What follows belongs to an exercise in optimizing a design on an open flow for small area and a short achievable clock period; a production flow would make more cautious choices. RTL that was checked went through simulation tests only; none was proved equivalent to the original. Power figures rest on the tool's default switching activity, not on a simulated workload.

== run a ==
Design video_gen, start of the top module:
module video_gen (
  input  wire        clk,
  input  wire        reset,
  input  wire        interlaced,
  input  wire [11:0] v_total_0,
  input  wire [11:0] v_fp_0,
  input  wire [11:0] v_bp_0,
  input  wire [11:0] v_sync_0,
  input  wire [11:0] v_total_1,
  input  wire [11:0] v_fp_1,
  input  wire [11:0] v_bp_1,
  input  wire [11:0] v_sync_1,
  input  wire [11:0] h_total,
  input  wire [11:0] h_fp,
  input  wire [11:0] h_bp,
  input  wire [11:0] h_sync,
  input  wire [11:0] hv_offset_0,
  input  wire [11:0] hv_offset_1,
  input  wire [11:0] total_active_pix,
  input  wire [11:0] total_active_lines,
  input  wire [7:0]  pattern,
  input  wire [19:0] ramp_step,
  input  wire [7:0]  r_in,
  input  wire [7:0]  g_in,
  input  wire [7:0]  b_in,
  output wire [12:0] v_count_out,
  output wire [11:0] h_count_out,
  output wire [11:0] x_out,
  output wire [12:0] y_out,
  output wire        field_out,
  output wire        vs_out,
  output wire        hs_out,
  output wire        de_out,
  output wire [7:0]  r_out,
  output wire [7:0]  g_out,
  output wire [7:0]  b_out
);
==> module sync_vg, before the edit <==
module sync_vg (
 input wire clk,
 input wire reset,
 input wire interlaced,
 input wire [11:0] v_total_0,
 input wire [11:0] v_fp_0,
 input wire [11:0] v_bp_0,
 input wire [11:0] v_sync_0,
 input wire [11:0] v_total_1,
 input wire [11:0] v_fp_1,
 input wire [11:0] v_bp_1,
 input wire [11:0] v_sync_1,
 input wire [11:0] h_total,
 input wire [11:0] h_fp,
 input wire [11:0] h_bp,
 input wire [11:0] h_sync,
 input wire [11:0] hv_offset_0,
 input wire [11:0] hv_offset_1,
 output reg vs_out,
 output reg hs_out,
 output reg de_out,
 output reg [12:0] v_count_out,
 output reg [11:0] h_count_out,
 output reg [11:0] x_out,
 output reg [12:0] y_out,
 output reg field_out
);
function [12:0] inc12;
 input [11:0] x;
 integer i;
 begin
  inc12[0] = ~x[0];
  for (i = 1; i < 12; i = i + 1)
   inc12[i] = x[i] ^ (&(x | ~((12'd1 << i) - 12'd1)));
  inc12[12] = &x;
 end
endfunction
function [12:0] inc13;
 input [12:0] x;
 integer i;
 begin
  inc13[0] = ~x[0];
  for (i = 1; i < 13; i = i + 1)
   inc13[i] = x[i] ^ (&(x | ~((13'd1 << i) - 13'd1)));
 end
endfunction
function inc_eq;
 input [11:0] x, y;
 reg [12:0] a, b;
 begin
  a = {1'b0, y};
  b = {1'b1, ~x};
  inc_eq = ((a ^ b) == {(a[11:0] | b[11:0]), 1'b0});
 end
endfunction
function sum_eq;
 input [11:0] a, b, c;
 reg [12:0] s, cy;
 begin
  s  = {1'b0, a} ^ {1'b0, b} ^ {1'b1, ~c};
  cy = ({1'b0, a} & {1'b0, b}) | ({1'b0, a} & {1'b1, ~c}) | ({1'b0, b} & {1'b1, ~c});
  sum_eq = &(s ^ {cy[11:0], 1'b0});
 end
endfunction
reg [11:0] h;
reg [11:0] v;
reg field;
reg lo_r, hi_r, vlo_r, vhi_r, le_d;
reg h0, v0;       
reg fp1;          
reg il;
reg [11:0] hk_r, vk0_r, vk1_r;
wire [11:0] vt  = field ? v_total_1 : v_total_0;
wire [11:0] vfp = fp1 ? v_fp_1 : v_fp_0;
wire [11:0] vsy = field ? v_sync_1 : v_sync_0;
wire [11:0] hvo = field ? hv_offset_1 : hv_offset_0;
wire [11:0] vk = field ? vk1_r : vk0_r;              
wire [12:0] hp1 = inc12(h);
wire line_end = inc_eq(h, h_total);
wire lo = h0 ? ~|hk_r : (lo_r | (&x_out));           
wire [12:0] x_nx = inc12(h0 ? ~hk_r : x_out);
wire [11:0] x_next = x_nx[11:0];
wire hi = h0 | (hi_r & ~sum_eq(h, h_fp, h_total));    
wire [12:0] vp1 = inc12(v);
wire frame_end = inc_eq(v, vt);
wire [12:0] y_base = v0 ? (il ? {~vk, field} : {1'b0, ~vk}) : y_out;
wire [12:0] y_cy;
assign y_cy[0] = ~il;
assign y_cy[1] = il | y_base[0];
genvar gi;
generate for (gi = 2; gi <= 12; gi = gi + 1) begin : ycarry
 assign y_cy[gi] = y_cy[1] & (&y_base[gi-1:1]);
end endgenerate
wire [12:0] y_next = y_base ^ {y_cy[12] & il, y_cy[11:0]};
wire y_ones = (&y_out[11:1]) & (il ? y_out[12] : y_out[0]);
wire vlo = v0 ? ~|vk : (vlo_r | (le_d & y_ones));    
wire vhi = v0 | (vhi_r & ~(le_d & sum_eq(v, vfp, vt)));   
wire v_en = v0 | le_d;
wire at_hvo = (h == hvo);
always @(posedge clk) begin
 il <= interlaced;
 hk_r <= h_sync + h_bp;
 vk0_r <= v_sync_0 + v_bp_0;
 vk1_r <= v_sync_1 + v_bp_1;
 lo_r <= lo;
 hi_r <= hi;
 vlo_r <= vlo;
 vhi_r <= vhi;
 if (reset) begin
  h <= 12'd0;
  v <= 12'd0;
  h0 <= 1'b1;
  v0 <= 1'b1;
  fp1 <= interlaced;
  field <= 1'b0;
  le_d <= 1'b0;
  vs_out <= 1'b0;
  hs_out <= 1'b0;
  de_out <= 1'b0;
  field_out <= 1'b0;
 end else begin
  h <= line_end ? 12'd0 : hp1[11:0];
  h0 <= line_end | hp1[12];
  if (line_end) begin
   v <= frame_end ? 12'd0 : vp1[11:0];
   v0 <= frame_end | vp1[12];
  end
  if (il & line_end & frame_end) begin
   field <= ~field;
   fp1 <= field;
  end
  le_d <= line_end;
  hs_out <= (h < h_sync);
  de_out <= lo & hi & vlo & vhi;
  if (v0 & at_hvo)
   vs_out <= 1'b1;
  else if ((v == vsy) & at_hvo)
   vs_out <= 1'b0;
  h_count_out <= h;
  x_out <= x_next;
  if (v_en) begin
   v_count_out <= v0 ? (field ? {1'b0, v_total_0} : 13'd0) : inc13(v_count_out);
   y_out <= y_next;
  end
  field_out <= field;
 end
end
endmodule
clock: 5.0 ns
lec_check: 0
cap_margin: 20
core_area: 2.3 2.72 207.7 207.12
die_area: 0 0 210 210
setup_slack_margin: 2.0
slew_margin: 20
standard.sh (not shown) runs the stock make flow with config.mk's settings and CLKGATE_MAP_FILE= SYNTH_SCRIPT=/design/flow/synth_recipe.tcl, a recipe that flattens the netlist after the stock synthesis.
==> flow/flow/run.sh <==
#!/bin/bash
set -euo pipefail
export BUFFER_PORTS_ARGS="-buffer_cell sky130_fd_sc_hd__buf_1"
bash standard.sh > standard_flow.log 2>&1
The following lists how run b was set up differently from run a:
==> flow/design.v, changed modules only <==
module sync_vg (
 input wire clk,
 input wire reset,
 input wire interlaced,
 input wire [11:0] v_total_0,
 input wire [11:0] v_fp_0,
 input wire [11:0] v_bp_0,
 input wire [11:0] v_sync_0,
 input wire [11:0] v_total_1,
 input wire [11:0] v_fp_1,
 input wire [11:0] v_bp_1,
 input wire [11:0] v_sync_1,
 input wire [11:0] h_total,
 input wire [11:0] h_fp,
 input wire [11:0] h_bp,
 input wire [11:0] h_sync,
 input wire [11:0] hv_offset_0,
 input wire [11:0] hv_offset_1,
 output reg vs_out,
 output reg hs_out,
 output reg de_out,
 output reg [12:0] v_count_out,
 output reg [11:0] h_count_out,
 output reg [11:0] x_out,
 output reg [12:0] y_out,
 output reg field_out
);
function [12:0] inc12;
 input [11:0] x;
 integer i;
 begin
  inc12[0] = ~x[0];
  for (i = 1; i < 12; i = i + 1)
   inc12[i] = x[i] ^ (&(x | ~((12'd1 << i) - 12'd1)));
  inc12[12] = &x;
 end
endfunction
function [12:0] inc13;
 input [12:0] x;
 integer i;
 begin
  inc13[0] = ~x[0];
  for (i = 1; i < 13; i = i + 1)
   inc13[i] = x[i] ^ (&(x | ~((13'd1 << i) - 13'd1)));
 end
endfunction
function sum_eq;
 input [11:0] a, b, c;
 reg [12:0] s, cy;
 begin
  s  = {1'b0, a} ^ {1'b0, b} ^ {1'b1, ~c};
  cy = ({1'b0, a} & {1'b0, b}) | ({1'b0, a} & {1'b1, ~c}) | ({1'b0, b} & {1'b1, ~c});
  sum_eq = &(s ^ {cy[11:0], 1'b0});
 end
endfunction
reg [11:0] h;
reg [11:0] v;
reg field;
reg lo_r, hi_r, vlo_r, vhi_r, le_d;
reg il;
reg [11:0] hk_r, vk0_r, vk1_r;
wire [11:0] vt  = field ? v_total_1 : v_total_0;
wire [11:0] vfp = (il & ~field) ? v_fp_1 : v_fp_0;
wire [11:0] vsy = field ? v_sync_1 : v_sync_0;
wire [11:0] hvo = field ? hv_offset_1 : hv_offset_0;
wire [11:0] vk = field ? vk1_r : vk0_r;              
wire h0 = ~|h;
wire [12:0] hp1 = inc12(h);
wire line_end = (hp1 == {1'b0, h_total});
wire lo = h0 ? ~|hk_r : (lo_r | (&x_out));           
wire [12:0] x_nx = inc12(h0 ? ~hk_r : x_out);
wire [11:0] x_next = x_nx[11:0];
wire hi = h0 | (hi_r & ~sum_eq(h, h_fp, h_total));    
wire v0 = ~|v;
wire [12:0] vp1 = inc12(v);
wire frame_end = (vp1 == {1'b0, vt});
wire [12:0] y_base = v0 ? (il ? {~vk, field} : {1'b0, ~vk}) : y_out;
wire [12:0] y_cy;
assign y_cy[0] = ~il;
assign y_cy[1] = il | y_base[0];
genvar gi;
generate for (gi = 2; gi <= 12; gi = gi + 1) begin : ycarry
 assign y_cy[gi] = y_cy[1] & (&y_base[gi-1:1]);
end endgenerate
wire [12:0] y_next = y_base ^ {y_cy[12] & il, y_cy[11:0]};
wire y_ones = (&y_out[11:1]) & (il ? y_out[12] : y_out[0]);
wire vlo = v0 ? ~|vk : (vlo_r | (le_d & y_ones));    
wire vhi = v0 | (vhi_r & ~(le_d & sum_eq(v, vfp, vt)));   
wire v_en = v0 | le_d;
wire at_hvo = (h == hvo);
always @(posedge clk) begin
 il <= interlaced;
 hk_r <= h_sync + h_bp;
 vk0_r <= v_sync_0 + v_bp_0;
 vk1_r <= v_sync_1 + v_bp_1;
 lo_r <= lo;
 hi_r <= hi;
 vlo_r <= vlo;
 vhi_r <= vhi;
 if (reset) begin
  h <= 12'd0;
  v <= 12'd0;
  field <= 1'b0;
  le_d <= 1'b0;
  vs_out <= 1'b0;
  hs_out <= 1'b0;
  de_out <= 1'b0;
  field_out <= 1'b0;
 end else begin
  h <= line_end ? 12'd0 : hp1[11:0];
  if (line_end)
   v <= frame_end ? 12'd0 : vp1[11:0];
  if (il & line_end & frame_end)
   field <= ~field;
  le_d <= line_end;
  hs_out <= (h < h_sync);
  de_out <= lo & hi & vlo & vhi;
  if (v0 & at_hvo)
   vs_out <= 1'b1;
  else if ((v == vsy) & at_hvo)
   vs_out <= 1'b0;
  h_count_out <= h;
  x_out <= x_next;
  if (v_en) begin
   v_count_out <= v0 ? (field ? {1'b0, v_total_0} : 13'd0) : inc13(v_count_out);
   y_out <= y_next;
  end
  field_out <= field;
 end
end
endmodule
--- outcome ---
Run b ended with less fraction of standard cell area that is sequential than run a. [compare] base=run a new=run b: layout multi-input combinational cell count +61, final instance count without filler cells increased by 4.0% relative to the old numbers, internal power went up, maximum operating frequency went down 4.9 MHz, combinational share of power shows an increase of 7.9 points. When the final numbers for run b and run a were put side by side, the total setup buffers inserted after CTS turned out to be smaller in run a. Run b vs. run a: amount of wire on met3 after detailed routing went up by 37%. The share of synthesized cell area in full adder, half adder and majority cells number comes out lower for run b vs run a. Portion of netlist area occupied by mux cells: lower on run a. NOTE average via count per standard cell run a->run b increased by a few percent. Measured against each other, run b and run a differ in first-pass GRT wire length, the higher figure coming from run b. Per the comparison of run b with run a, number of distinct standard cells referenced by the synthesized netlist went up 5, total non-filler cell area in the finished layout went up 5.1%.
No functional check of the RTL was part of run b.

## static timing again, ports no longer ideal
The results above use ideal ports. As a check the final layouts listed here were re-extracted and re-timed, cells and wires unchanged. Step 1, drivers: a clkbuf_16 drives clk and a buf_2 each remaining input, both assumed. Step 2 adds t to the input delays and takes it off the output delays; t is the mean of the earliest and latest rising clock arrival at the registers after step 1. Input paths then give back, and output paths get back, about the clock's delay inside the block. Slacks: ideal ports / drivers / drivers and shift; pairs: ideal ports / drivers.
| run | t (ns) | slack for setup (ns) | worst setup path after step 2 | latest minus earliest clock arrival (ns) | cell pins on the clock port's net |
|---|---|---|---|---|---|
| run a | 0.493 | 2.081 / 2.101 / 1.608 | input to register | 0.014 / 0.014 | 1 |
| run b | 0.508 | 2.039 / 2.039 / 1.632 | input to register | 0.017 / 0.016 | 1 |
After both steps every run listed still meets setup and hold. The setup slack of run a, which loses most, moves by +0.020 ns with the drivers and by -0.473 ns with both steps.
